This is an optimization exercise on Yosys and OpenROAD, whose aim is small area, not a production implementation.
Function was checked by simulation only, so behaviour that the tests miss may differ from the original.
Power and IR drop assume default switching activity.

==> module tl_timer, before the edit <==
module tl_timer #(
  parameter longint D_THR_CYC = 30000,
  parameter longint D_LT_CYC  = 10000,
  parameter longint D_YEL_CYC = 3000,
  parameter longint D_AR_CYC  = 1000
)(
  input  logic       clk,
  input  logic       rst_n,
  input  logic [1:0] cls,       
  output logic       expired
);
  if (D_THR_CYC == 30000 && D_LT_CYC == 10000 &&
      D_YEL_CYC == 3000  && D_AR_CYC == 1000) begin : g_lfsr
    localparam logic [14:0] POL   = 15'h2aaa;
    localparam logic [14:0] T_END = 15'h6f6e;
    localparam logic [14:0] L_THR = 15'h73c7;  
    localparam logic [14:0] L_LT  = 15'h77d5;  
    localparam logic [14:0] L_YEL = 15'h13c5;  
    localparam logic [14:0] L_AR  = 15'h73c6;  
    logic [14:0] p, c, ld;
    assign c = p ^ POL;
    always_comb begin
      case (cls)
        D_THR:   ld = L_THR;
        D_LT:    ld = L_LT;
        D_YEL:   ld = L_YEL;
        default: ld = L_AR;
      endcase
    end
    always_ff @(posedge clk or negedge rst_n) begin
      if (!rst_n)       p <= T_END ^ POL;
      else if (expired) p <= ld ^ POL;
      else              p <= {c[13:0], c[14] ^ c[10]} ^ POL;
    end
    assign expired = (c == T_END);
  end else begin : g_bin
    localparam longint MAXD = (D_THR_CYC > D_LT_CYC) ? D_THR_CYC : D_LT_CYC;
    localparam int W = $clog2(MAXD + 1);
    logic [W-1:0] cnt;
    logic [W-1:0] ld;
    always_comb begin
      case (cls)
        D_THR:   ld = W'(D_THR_CYC);
        D_LT:    ld = W'(D_LT_CYC);
        D_YEL:   ld = W'(D_YEL_CYC);
        default: ld = W'(D_AR_CYC);
      endcase
    end
    always_ff @(posedge clk or negedge rst_n) begin
      if (!rst_n)       cnt <= '0;
      else if (expired) cnt <= ld;
      else              cnt <= cnt - 1'b1;
    end
    assign expired = (cnt == '0);
  end
endmodule
==> module tl_fsm, before the edit <==
module tl_fsm #(
  parameter int unsigned F_CLK_HZ      = 50_000_000,
  parameter int unsigned T_GREEN_S_THR = 30,  
  parameter int unsigned T_GREEN_S_LT  = 10,  
  parameter int unsigned T_YELLOW_S    = 3,
  parameter int unsigned T_ALLRED_S    = 1
)(
  input  logic       clk,
  input  logic       rst_n,
  input  logic       jump_req,     
  input  logic [1:0] jump_phase,   
  output logic       accept_jump,  
  output logic [1:0] mode,
  output logic [1:0] phase
);
  logic       expired;
  logic [1:0] cls;
  tl_timer #(
    .D_THR_CYC(longint'(F_CLK_HZ) * T_GREEN_S_THR),
    .D_LT_CYC (longint'(F_CLK_HZ) * T_GREEN_S_LT),
    .D_YEL_CYC(longint'(F_CLK_HZ) * T_YELLOW_S),
    .D_AR_CYC (longint'(F_CLK_HZ) * T_ALLRED_S)
  ) u_tmr (
    .clk    (clk),
    .rst_n  (rst_n),
    .cls    (cls),
    .expired(expired)
  );
  logic [1:0] mode_nx, phase_nx;
  always_comb begin
    accept_jump = 1'b0;
    mode_nx     = M_GRN;
    phase_nx    = phase;
    cls         = D_YEL;
    case (mode)
      M_GRN: begin mode_nx = M_YEL; cls = D_YEL; end
      M_YEL: begin mode_nx = M_RED; cls = D_AR;  end
      M_RED: begin
        if (jump_req) begin
          accept_jump = expired;
          mode_nx     = M_OVR;
          phase_nx    = jump_phase;
          cls         = D_YEL;
        end else begin
          mode_nx     = M_GRN;
          phase_nx    = phase + 2'd1;
          cls         = phase[0] ? D_THR : D_LT;
        end
      end
      default: begin  
        mode_nx = M_GRN;
        cls     = phase[0] ? D_LT : D_THR;
      end
    endcase
  end
  always_ff @(posedge clk or negedge rst_n) begin
    if (!rst_n) begin
      mode  <= M_GRN;
      phase <= P_AS;
    end else if (expired) begin
      mode  <= mode_nx;
      phase <= phase_nx;
    end
  end
endmodule
clock: 10.0 ns
lec_check: 0
cap_margin: 20
core_margin: 2
core_utilization: 40
cts_buf_list: sky130_fd_sc_hd__clkbuf_4
slew_margin: 20
standard.sh (not shown) runs the stock make flow with config.mk's settings and CLKGATE_MAP_FILE= SYNTH_SCRIPT=/design/flow/synth_recipe.tcl, a recipe that flattens the netlist after the stock synthesis.
==> flow/flow/run.sh <==
#!/bin/bash
export BUFFER_PORTS_ARGS="-buffer_cell sky130_fd_sc_hd__buf_1"
export CTS_ARGS="-sink_clustering_enable -repair_clock_nets -buf_list sky130_fd_sc_hd__clkbuf_4 -dont_use_dummy_load"
bash standard.sh > standard.log 2>&1
Next try:
--- a/flow/design.v
+++ b/flow/design.v
@@ -26,12 +26,12 @@
 );
   if (D_THR_CYC == 30000 && D_LT_CYC == 10000 &&
       D_YEL_CYC == 3000  && D_AR_CYC == 1000) begin : g_lfsr
-    localparam logic [14:0] POL   = 15'h2aaa;
-    localparam logic [14:0] T_END = 15'h6f6e;
-    localparam logic [14:0] L_THR = 15'h73c7;  
-    localparam logic [14:0] L_LT  = 15'h77d5;  
-    localparam logic [14:0] L_YEL = 15'h13c5;  
-    localparam logic [14:0] L_AR  = 15'h73c6;  
+    localparam logic [14:0] POL   = 15'h5555;
+    localparam logic [14:0] T_END = 15'h5edc;
+    localparam logic [14:0] L_THR = 15'h678f;  
+    localparam logic [14:0] L_LT  = 15'h6faa;  
+    localparam logic [14:0] L_YEL = 15'h278a;  
+    localparam logic [14:0] L_AR  = 15'h678d;  
     logic [14:0] p, c, ld;
     assign c = p ^ POL;
     always_comb begin
@@ -215,7 +215,7 @@
           cls         = D_YEL;
         end else begin
           mode_nx     = M_GRN;
-          phase_nx    = phase + 2'd1;
+          phase_nx    = {phase[0] ? !phase[1] : phase[1], !phase[0]};
           cls         = phase[0] ? D_THR : D_LT;
         end
       end
Global-route usage goes up by 0.56 points. Clock-buffer cell count is unchanged. Clock power stays flat. Die area goes down by 1.1%. Register-to-register slack is worse by 340 ps. Wire length goes up by 0.56%. Sequential power is about the same. Non-clock buffer count is unchanged. Clock skew goes down by 11 ps. Power goes up by 0.80%. Final area goes down by 0.94%. Setup slack is better by 25 ps.

-- separate check: timing with driven ports --
Ports are ideal in the flow. The routed layouts listed here were re-timed in OpenROAD.
Step 1 (the two cells are an assumption about what drives the block):
set clk [get_ports {clk}]
set_driving_cell -lib_cell sky130_fd_sc_hd__clkbuf_16 $clk
set_driving_cell -lib_cell sky130_fd_sc_hd__buf_2 [delete_from_list [all_inputs] $clk]
Step 2 moves the port delays by t, midway between the first and last clock arrival at a register: inputs arrive t later, outputs are due t later. That takes back most of the time a late clock gives input paths.
Slacks: no drivers / after step 1 / after step 2; pairs: no drivers / after step 1.
| run | shift t [ns] | slack for setup (ns) | clock arrival spread, ns | worst register clock-pin slew, ns | worst slew at a driven data input, ns |
|---|---|---|---|---|---|
| the first run | 0.492 | 6.368 / 6.338 / 6.636 | 0.050 / 0.049 | 0.12 / 0.12 | 0.03 |
| the second run | 0.501 | 6.393 / 6.363 / 6.606 | 0.038 / 0.038 | 0.11 / 0.11 | 0.03 |
After both steps every run listed still meets setup and hold. The worst setup slack also covers recovery checks on asynchronous resets.
